This is an optimization exercise on Yosys and OpenROAD, whose aim is small area, a short achievable clock period and few clock cycles, not a production implementation. Only simulation tests tie the RTL to the original design; equivalence was not proved. Power is estimated from default activity; no workload was simulated.

==> fjord <==
// mycpu_top
module mycpu_top(
    input  resetn,
    input  clk,
    output        inst_sram_en,
    output [ 3:0] inst_sram_wen,
    output [31:0] inst_sram_addr,
    output [31:0] inst_sram_wdata,
    input  [31:0] inst_sram_rdata,
    output        data_sram_en,
    output [ 3:0] data_sram_wen,
    output [31:0] data_sram_addr,
    output [31:0] data_sram_wdata,
    input  [31:0] data_sram_rdata,
    output [31:0] debug_wb_pc,
    output [ 3:0] debug_wb_rf_wen,
    output [ 4:0] debug_wb_rf_wnum,
    output [31:0] debug_wb_rf_wdata
);
    assign inst_sram_en    = 1'b1;
    assign inst_sram_wen   = 4'b0;
    assign inst_sram_wdata = 32'b0;
    assign data_sram_en    = 1'b1;
    reg  [31:0] pc_f1, pc_f2;
    reg         f2v;
    reg         id_v;
    reg         id_pred;     
    reg  [31:0] id_ir, id_pc;
    reg  [ 4:0] ex_dest;
    reg  [31:0] ex_a, ex_b, ex_st, ex_pc;
    reg  [ 4:0] ex_sa;
    reg         ex_add, ex_sub, ex_slt, ex_sltu, ex_and, ex_or, ex_xor, ex_nor;
    reg         ex_sll, ex_srl, ex_sra, ex_mfhi, ex_mflo;
    reg         ex_ld, ex_st_en, ex_md, ex_div, ex_sgn, ex_mthi, ex_mtlo;
    reg  [ 2:0] ex_w;        
    reg  [ 4:0] m1_dest;
    reg  [31:0] m1_res, m1_pc, m1_wdata;
    reg  [ 3:0] m1_wen;
    reg         m1_ld;
    reg  [ 2:0] m1_w;
    reg  [ 4:0] m2_dest;
    reg  [31:0] m2_res, m2_pc, m2_old;
    reg         m2_ld;
    reg  [ 2:0] m2_w;
    reg  [ 4:0] wb_dest;
    reg  [31:0] wb_val, wb_pc;
    reg  [ 3:0] wb_wen;
    wire [ 5:0] op = id_ir[31:26];
    wire [ 4:0] rs = id_ir[25:21];
    wire [ 4:0] rt = id_ir[20:16];
    wire [ 4:0] rd = id_ir[15:11];
    wire [ 5:0] fn = id_ir[5:0];
    wire [15:0] imm = id_ir[15:0];
    wire is_r      = (op == 6'd0);
    wire is_regimm = (op == 6'd1);
  ...
==> module muldiv, before the edit <==
module muldiv(
    input         clk,
    input         resetn,
    input         start,         
    input         start_div,
    input         start_sgn,
    input  [31:0] x,             
    input  [31:0] y,             
    input         mthi,          
    input         mtlo,
    input  [31:0] mtval,
    output [31:0] hi,
    output [31:0] lo,
    output        busy_nl        
);
    reg [31:0] H, L, M;
    reg [33:0] T3;
    reg [ 4:0] cnt;
    reg        busy, isdiv, sgn, negq, negr;
    wire prep  = (cnt == 5'd0);
    wire trip  = (cnt == 5'd1);
    wire fix   = (cnt == 5'd18);
    wire step  = ~prep & ~trip & ~fix;
    assign busy_nl = busy & ~fix;
    assign hi = H;
    assign lo = L;
    wire [33:0] P   = isdiv ? {H, L[31:30]} : {2'b00, H};
    wire [33:0] M1  = {2'b00, M};
    wire [33:0] M2  = {1'b0, M, 1'b0};
    wire        sub = step & isdiv;
    wire [33:0] p1  = step ? P : 34'd0;
    wire [33:0] q1  = step ? M1 : {2'b00, L};
    wire        i1  = sub | ~step;
    wire [34:0] s1  = {1'b0, p1} + {1'b0, q1 ^ {34{i1}}} + {34'd0, i1};
    wire        l_zero = (L == 32'd0);
    wire [33:0] p2  = step ? P : trip ? M1 : 34'd0;
    wire [33:0] q2  = (step | trip) ? M2 : prep ? M1 : {2'b00, H};
    wire        i2  = sub | prep | fix;
    wire        c2  = sub | prep | (fix & (isdiv | l_zero));
    wire [34:0] s2  = {1'b0, p2} + {1'b0, q2 ^ {34{i2}}} + {34'd0, c2};
    wire [34:0] s3  = {1'b0, P} + {1'b0, T3 ^ {34{sub}}} + {34'd0, sub};
    reg  [33:0] sel;
    reg  [ 1:0] qd;
    always @(*) begin
        if (isdiv) begin
            if (s3[34])      begin sel = s3[33:0]; qd = 2'd3; end
            else if (s2[34]) begin sel = s2[33:0]; qd = 2'd2; end
            else if (s1[34]) begin sel = s1[33:0]; qd = 2'd1; end
            else             begin sel = P;        qd = 2'd0; end
        end else begin
            qd = 2'd0;
            case (L[1:0])
                2'd0: sel = P;
                2'd1: sel = s1[33:0];
                2'd2: sel = s2[33:0];
                default: sel = s3[33:0];
            endcase
        end
    end
    always @(posedge clk) begin
        if (~resetn) begin
            busy <= 1'b0;
        end else if (start) begin
            busy <= 1'b1;
        end else if (fix) begin
            busy <= 1'b0;
        end
    end
    always @(posedge clk) begin
        if (start) begin
            H     <= 32'd0;
            L     <= start_div ? x : y;
            M     <= start_div ? y : x;
            cnt   <= 5'd0;
            isdiv <= start_div;
            sgn   <= start_sgn;
            negq  <= start_sgn & (x[31] ^ y[31]);
            negr  <= start_sgn & x[31];
        end else if (mthi) begin
            H <= mtval;
        end else if (mtlo) begin
            L <= mtval;
        end else if (busy) begin
            cnt <= cnt + 5'd1;
            if (prep) begin
                if (sgn & L[31]) L <= s1[31:0];
                if (sgn & M[31]) M <= s2[31:0];
            end else if (trip) begin
                T3 <= s2[33:0];
            end else if (fix) begin
                if (negq)                 L <= s1[31:0];
                if (isdiv ? negr : negq)  H <= s2[31:0];
            end else if (isdiv) begin
                H <= sel[31:0];
                L <= {L[29:0], qd};
            end else begin
                H <= sel[33:2];
                L <= {sel[1:0], L[31:2]};
            end
        end
    end
endmodule
Settings: LEC_CHECK=0, CAP_MARGIN=20, CORE_MARGIN=2, CORE_UTILIZATION=40, PLACE_DENSITY=0.6, SETUP_SLACK_MARGIN=0.2, SLEW_MARGIN=20; clock period 12.0 ns.
standard.sh (not shown) runs the stock make flow with config.mk's settings and CLKGATE_MAP_FILE= SYNTH_SCRIPT=/design/flow/synth_recipe.tcl, a recipe that flattens the netlist after the stock synthesis.
==> flow/flow/run.sh <==
#!/bin/bash
set -euo pipefail
bash standard.sh SETUP_SLACK_MARGIN=7.5 finish > standard_make.log 2>&1
==> harbor: changes against fjord <==
--- a/flow/design.v
+++ b/flow/design.v
@@ -26,96 +26,75 @@
     input         mtlo,
     input  [31:0] mtval,
     output [31:0] hi,
     output [31:0] lo,
     output        busy_nl        
 );
     reg [31:0] H, L, M;
-    reg [33:0] T3;
-    reg [ 4:0] cnt;
+    reg [ 5:0] cnt;
     reg        busy, isdiv, sgn, negq, negr;
-    wire prep  = (cnt == 5'd0);
-    wire trip  = (cnt == 5'd1);
-    wire fix   = (cnt == 5'd18);
-    wire step  = ~prep & ~trip & ~fix;
-    assign busy_nl = busy & ~fix;
+    wire mul_last = ~isdiv & (cnt == 6'd31);
+    wire div_last =  isdiv & (cnt == 6'd35);
+    wire last     = mul_last | div_last;
+    assign busy_nl = busy & ~last;
     assign hi = H;
     assign lo = L;
-    wire [33:0] P   = isdiv ? {H, L[31:30]} : {2'b00, H};
-    wire [33:0] M1  = {2'b00, M};
-    wire [33:0] M2  = {1'b0, M, 1'b0};
-    wire        sub = step & isdiv;
-    wire [33:0] p1  = step ? P : 34'd0;
-    wire [33:0] q1  = step ? M1 : {2'b00, L};
-    wire        i1  = sub | ~step;
-    wire [34:0] s1  = {1'b0, p1} + {1'b0, q1 ^ {34{i1}}} + {34'd0, i1};
-    wire        l_zero = (L == 32'd0);
-    wire [33:0] p2  = step ? P : trip ? M1 : 34'd0;
-    wire [33:0] q2  = (step | trip) ? M2 : prep ? M1 : {2'b00, H};
-    wire        i2  = sub | prep | fix;
-    wire        c2  = sub | prep | (fix & (isdiv | l_zero));
-    wire [34:0] s2  = {1'b0, p2} + {1'b0, q2 ^ {34{i2}}} + {34'd0, c2};
-    wire [34:0] s3  = {1'b0, P} + {1'b0, T3 ^ {34{sub}}} + {34'd0, sub};
-    reg  [33:0] sel;
-    reg  [ 1:0] qd;
-    always @(*) begin
-        if (isdiv) begin
-            if (s3[34])      begin sel = s3[33:0]; qd = 2'd3; end
-            else if (s2[34]) begin sel = s2[33:0]; qd = 2'd2; end
-            else if (s1[34]) begin sel = s1[33:0]; qd = 2'd1; end
-            else             begin sel = P;        qd = 2'd0; end
-        end else begin
-            qd = 2'd0;
-            case (L[1:0])
-                2'd0: sel = P;
-                2'd1: sel = s1[33:0];
-                2'd2: sel = s2[33:0];
-                default: sel = s3[33:0];
-            endcase
-        end
-    end
+    wire neg_l  = isdiv & ((cnt == 6'd0) | (cnt == 6'd34));
+    wire neg_m  = isdiv & (cnt == 6'd1);
+    wire neg_h  = isdiv & (cnt == 6'd35);
+    wire negph  = neg_l | neg_m | neg_h;
+    wire dstep  = isdiv & ~negph;
+    wire        msub = sgn & (cnt == 6'd31);
+    wire [32:0] mext = {sgn & M[31], M};
+    wire [32:0] a_in = negph ? 33'd0 :
+                       isdiv ? {H, L[31]} : {sgn & H[31], H};
+    wire [32:0] b_in = neg_l ? ~{1'b0, L} :
+                       neg_m ? ~{1'b0, M} :
+                       neg_h ? ~{1'b0, H} :
+                       isdiv ? ~{1'b0, M} :
+                       (L[0] ? (msub ? ~mext : mext) : 33'd0);
+    wire        c_in = negph | isdiv | (L[0] & msub);
+    wire [33:0] sum  = {1'b0, a_in} + {1'b0, b_in} + {33'd0, c_in};
+    wire        q    = sum[33];
     always @(posedge clk) begin
         if (~resetn) begin
             busy <= 1'b0;
         end else if (start) begin
             busy <= 1'b1;
-        end else if (fix) begin
+        end else if (last) begin
             busy <= 1'b0;
         end
     end
     always @(posedge clk) begin
         if (start) begin
             H     <= 32'd0;
             L     <= start_div ? x : y;
             M     <= start_div ? y : x;
-            cnt   <= 5'd0;
+            cnt   <= 6'd0;
             isdiv <= start_div;
             sgn   <= start_sgn;
             negq  <= start_sgn & (x[31] ^ y[31]);
             negr  <= start_sgn & x[31];
         end else if (mthi) begin
             H <= mtval;
         end else if (mtlo) begin
             L <= mtval;
         end else if (busy) begin
-            cnt <= cnt + 5'd1;
-            if (prep) begin
-                if (sgn & L[31]) L <= s1[31:0];
-                if (sgn & M[31]) M <= s2[31:0];
-            end else if (trip) begin
-                T3 <= s2[33:0];
-            end else if (fix) begin
-                if (negq)                 L <= s1[31:0];
-                if (isdiv ? negr : negq)  H <= s2[31:0];
-            end else if (isdiv) begin
-                H <= sel[31:0];
-                L <= {L[29:0], qd};
+            cnt <= cnt + 6'd1;
+            if (~isdiv) begin
+                H <= sum[32:1];
+                L <= {sum[0], L[31:1]};
+            end else if (dstep) begin
+                H <= q ? sum[31:0] : {H[30:0], L[31]};
+                L <= {L[30:0], q};
             end else begin
-                H <= sel[33:2];
-                L <= {sel[1:0], L[31:2]};
+                if (cnt == 6'd0  && sgn  && L[31]) L <= sum[31:0];
+                if (cnt == 6'd1  && sgn  && M[31]) M <= sum[31:0];
+                if (cnt == 6'd34 && negq)          L <= sum[31:0];
+                if (cnt == 6'd35 && negr)          H <= sum[31:0];
             end
         end
     end
 endmodule
 module mycpu_top(
     input  resetn,
     input  clk,
@@ -137,15 +116,14 @@
     assign inst_sram_en    = 1'b1;
     assign inst_sram_wen   = 4'b0;
     assign inst_sram_wdata = 32'b0;
     assign data_sram_en    = 1'b1;
     reg  [31:0] pc_f1, pc_f2;
     reg         f2v;
     reg         id_v;
-    reg         id_pred;     
     reg  [31:0] id_ir, id_pc;
     reg  [ 4:0] ex_dest;
     reg  [31:0] ex_a, ex_b, ex_st, ex_pc;
     reg  [ 4:0] ex_sa;
     reg         ex_add, ex_sub, ex_slt, ex_sltu, ex_and, ex_or, ex_xor, ex_nor;
     reg         ex_sll, ex_srl, ex_sra, ex_mfhi, ex_mflo;
     reg         ex_ld, ex_st_en, ex_md, ex_div, ex_sgn, ex_mthi, ex_mtlo;
@@ -241,47 +219,33 @@
     wire f_or   = (op == 6'd13) | is_lui | (is_r & (fn == 6'b100101));
     wire f_xor  = (op == 6'd14) | (is_r & (fn == 6'b100110));
     wire f_nor  = is_r & (fn == 6'b100111);
     wire f_sll  = r_shift & (fn[1:0] == 2'b00);
     wire f_srl  = r_shift & (fn[1:0] == 2'b10);
     wire f_sra  = r_shift & (fn[1:0] == 2'b11);
     assign inst_sram_addr = pc_f1;
-    wire [31:0] fi     = inst_sram_rdata;
-    wire        f_isj  = (fi[31:27] == 5'b00001);
-    wire        f_isb  = ((fi[31:26] == 6'd1) | (fi[31:28] == 4'b0001)) & fi[15];
-    wire        f_pred = f2v & (f_isj | f_isb);
-    wire [31:0] f_tgt  = f_isj ? {4'hb, fi[25:0], 2'b00} :
-                                 pc_f1 + {{14{fi[15]}}, fi[15:0], 2'b00};
-    wire        redirect = id_v & (id_pred ? ~taken : taken);
-    wire [31:0] red_tgt  = id_pred ? pc_f2 + 32'd4 : target;
     always @(posedge clk) begin
         pc_f2 <= pc_f1;
         if (~resetn) begin
             pc_f1 <= 32'hbfc00000;
             f2v   <= 1'b0;
             id_v  <= 1'b0;
-            id_pred <= 1'b0;
         end else if (id_stall) begin
             if (f2v) begin
                 pc_f1 <= pc_f2;
                 f2v   <= 1'b0;
-                id_pred <= 1'b0;
             end else begin
                 pc_f1 <= pc_f1 + 32'd4;
                 f2v   <= 1'b1;
             end
         end else begin
             id_v <= f2v;
-            id_pred <= f_pred;
-            if (redirect) begin
-                pc_f1 <= red_tgt;
+            if (id_v & taken) begin
+                pc_f1 <= target;
                 f2v   <= 1'b0;
-            end else if (f_pred) begin
-                pc_f1 <= f_tgt;
-                f2v   <= 1'b1;
             end else begin
                 pc_f1 <= pc_f1 + 32'd4;
                 f2v   <= 1'b1;
             end
         end
     end
     always @(posedge clk) begin
@@ -304,15 +268,15 @@
             ex_st_en <= is_store;
             ex_md    <= r_md;
             ex_mthi  <= r_mthi;
             ex_mtlo  <= r_mtlo;
         end
     end
     always @(posedge clk) begin
-        begin
+        if (id_go) begin
             ex_a    <= opa;
             ex_b    <= opb;
             ex_st   <= vb;
             ex_pc   <= id_pc;
             ex_sa   <= fn[2] ? va[4:0] : id_ir[10:6];
             ex_add  <= f_add;
             ex_sub  <= f_sub;
==> flow/run.sh (new file) <==
#!/bin/bash
# synth_recipe.tcl (not shown) runs the flow's synth.tcl, then flattens the netlist and writes it again
# the make line also repeats each setting of config.mk as NAME=value (left out here)
make -C /OpenROAD-flow-scripts/flow DESIGN_CONFIG=/design/flow/config.mk WORK_HOME=/design/flow/orfs CLKGATE_MAP_FILE= SYNTH_SCRIPT=/design/flow/synth_recipe.tcl finish
removed: flow/flow/run.sh
removed: flow/standard.sh
==> raven: changes against fjord <==
--- a/flow/design.v
+++ b/flow/design.v
@@ -26,96 +26,75 @@
     input         mtlo,
     input  [31:0] mtval,
     output [31:0] hi,
     output [31:0] lo,
     output        busy_nl        
 );
     reg [31:0] H, L, M;
-    reg [33:0] T3;
-    reg [ 4:0] cnt;
+    reg [ 5:0] cnt;
     reg        busy, isdiv, sgn, negq, negr;
-    wire prep  = (cnt == 5'd0);
-    wire trip  = (cnt == 5'd1);
-    wire fix   = (cnt == 5'd18);
-    wire step  = ~prep & ~trip & ~fix;
-    assign busy_nl = busy & ~fix;
+    wire mul_last = ~isdiv & (cnt == 6'd31);
+    wire div_last =  isdiv & (cnt == 6'd35);
+    wire last     = mul_last | div_last;
+    assign busy_nl = busy & ~last;
     assign hi = H;
     assign lo = L;
-    wire [33:0] P   = isdiv ? {H, L[31:30]} : {2'b00, H};
-    wire [33:0] M1  = {2'b00, M};
-    wire [33:0] M2  = {1'b0, M, 1'b0};
-    wire        sub = step & isdiv;
-    wire [33:0] p1  = step ? P : 34'd0;
-    wire [33:0] q1  = step ? M1 : {2'b00, L};
-    wire        i1  = sub | ~step;
-    wire [34:0] s1  = {1'b0, p1} + {1'b0, q1 ^ {34{i1}}} + {34'd0, i1};
-    wire        l_zero = (L == 32'd0);
-    wire [33:0] p2  = step ? P : trip ? M1 : 34'd0;
-    wire [33:0] q2  = (step | trip) ? M2 : prep ? M1 : {2'b00, H};
-    wire        i2  = sub | prep | fix;
-    wire        c2  = sub | prep | (fix & (isdiv | l_zero));
-    wire [34:0] s2  = {1'b0, p2} + {1'b0, q2 ^ {34{i2}}} + {34'd0, c2};
-    wire [34:0] s3  = {1'b0, P} + {1'b0, T3 ^ {34{sub}}} + {34'd0, sub};
-    reg  [33:0] sel;
-    reg  [ 1:0] qd;
-    always @(*) begin
-        if (isdiv) begin
-            if (s3[34])      begin sel = s3[33:0]; qd = 2'd3; end
-            else if (s2[34]) begin sel = s2[33:0]; qd = 2'd2; end
-            else if (s1[34]) begin sel = s1[33:0]; qd = 2'd1; end
-            else             begin sel = P;        qd = 2'd0; end
-        end else begin
-            qd = 2'd0;
-            case (L[1:0])
-                2'd0: sel = P;
-                2'd1: sel = s1[33:0];
-                2'd2: sel = s2[33:0];
-                default: sel = s3[33:0];
-            endcase
-        end
-    end
+    wire neg_l  = isdiv & ((cnt == 6'd0) | (cnt == 6'd34));
+    wire neg_m  = isdiv & (cnt == 6'd1);
+    wire neg_h  = isdiv & (cnt == 6'd35);
+    wire negph  = neg_l | neg_m | neg_h;
+    wire dstep  = isdiv & ~negph;
+    wire        msub = sgn & (cnt == 6'd31);
+    wire [32:0] mext = {sgn & M[31], M};
+    wire [32:0] a_in = negph ? 33'd0 :
+                       isdiv ? {H, L[31]} : {sgn & H[31], H};
+    wire [32:0] b_in = neg_l ? ~{1'b0, L} :
+                       neg_m ? ~{1'b0, M} :
+                       neg_h ? ~{1'b0, H} :
+                       isdiv ? ~{1'b0, M} :
+                       (L[0] ? (msub ? ~mext : mext) : 33'd0);
+    wire        c_in = negph | isdiv | (L[0] & msub);
+    wire [33:0] sum  = {1'b0, a_in} + {1'b0, b_in} + {33'd0, c_in};
+    wire        q    = sum[33];
     always @(posedge clk) begin
         if (~resetn) begin
             busy <= 1'b0;
         end else if (start) begin
             busy <= 1'b1;
-        end else if (fix) begin
+        end else if (last) begin
             busy <= 1'b0;
         end
     end
     always @(posedge clk) begin
         if (start) begin
             H     <= 32'd0;
             L     <= start_div ? x : y;
             M     <= start_div ? y : x;
-            cnt   <= 5'd0;
+            cnt   <= 6'd0;
             isdiv <= start_div;
             sgn   <= start_sgn;
             negq  <= start_sgn & (x[31] ^ y[31]);
             negr  <= start_sgn & x[31];
         end else if (mthi) begin
             H <= mtval;
         end else if (mtlo) begin
             L <= mtval;
         end else if (busy) begin
-            cnt <= cnt + 5'd1;
-            if (prep) begin
-                if (sgn & L[31]) L <= s1[31:0];
-                if (sgn & M[31]) M <= s2[31:0];
-            end else if (trip) begin
-                T3 <= s2[33:0];
-            end else if (fix) begin
-                if (negq)                 L <= s1[31:0];
-                if (isdiv ? negr : negq)  H <= s2[31:0];
-            end else if (isdiv) begin
-                H <= sel[31:0];
-                L <= {L[29:0], qd};
+            cnt <= cnt + 6'd1;
+            if (~isdiv) begin
+                H <= sum[32:1];
+                L <= {sum[0], L[31:1]};
+            end else if (dstep) begin
+                H <= q ? sum[31:0] : {H[30:0], L[31]};
+                L <= {L[30:0], q};
             end else begin
-                H <= sel[33:2];
-                L <= {sel[1:0], L[31:2]};
+                if (cnt == 6'd0  && sgn  && L[31]) L <= sum[31:0];
+                if (cnt == 6'd1  && sgn  && M[31]) M <= sum[31:0];
+                if (cnt == 6'd34 && negq)          L <= sum[31:0];
+                if (cnt == 6'd35 && negr)          H <= sum[31:0];
             end
         end
     end
 endmodule
 module mycpu_top(
     input  resetn,
     input  clk,
==> comparison table <==
item	harbor	fjord	raven
Status	no timing/DRC/antenna violations	no timing/DRC/antenna violations	no timing/DRC/antenna violations
Number of placed cells counting well taps	10300	12100	11000
Number of antenna violations at the first check in global routing	26	39	19
Pin count of the biggest net entering global routing	112	85	89
Multi-input comb cells	4943	6325	5441
Detailed-route vias per instance	6.61	6.69	6.65
Highest net fanout along the worst path	31	40	22
Basic-gate share of the synthesized area counting and, or, nand and nor cells	8.78%	9.94%	9.89%
Clock network area share	6.09%	5.41%	5.64%
Count of buffering cells on the critical path with inverters included	2	5	5
Sequential Power Share	45.2%	40.3%	41.5%
Power in sequential cells	6.69 mW	7.35 mW	7.15 mW
Instance area at placement	0.0966 sq mm	0.107 sq mm	0.0997 sq mm
Fill cell total of the finished layout	20400	22200	20500
Biggest area consumer among cell classes	flip-flops and latches	multi-input combinational cells	multi-input combinational cells
Synth unique cells	99	122	129
Gate power share	15.1%	25.4%	23.8%
Testbench counts of fjord, summed over its fixed seeds: cycles 29,532.
Testbench counts of harbor, summed over its fixed seeds: cycles 32,560.
Testbench counts of raven, summed over its fixed seeds: cycles 31,784.

[afterwards: timing with drivers on the ports]
The results above use ideal ports. As a check the final layouts listed here were re-extracted and re-timed, cells and wires unchanged.
Step 1, drivers: a clkbuf_16 drives clk and a buf_2 each remaining input, both assumed.
Step 2 moves the port delays by t, midway between the first and last clock arrival at a register: inputs arrive t later, outputs are due t later. That takes back most of the time a late clock gives input paths.
a / b / c = ideal / step 1 / step 2; a / b = the first two.
run	t (ns)	setup WS [ns]	clock arrival spread, ns	slew at the worst register clock pin (ns)
fjord	0.970	5.572 / 5.572 / 4.711	0.132 / 0.131	0.07 / 0.07
harbor	0.930	3.881 / 3.881 / 3.131	0.122 / 0.122	0.07 / 0.07
raven	0.943	5.648 / 5.648 / 4.793	0.116 / 0.116	0.08 / 0.08
After both steps setup and hold are still met in every run listed. The setup slack of fjord, which loses most, moves by 0.000 ns with the drivers and by -0.861 ns with both steps.
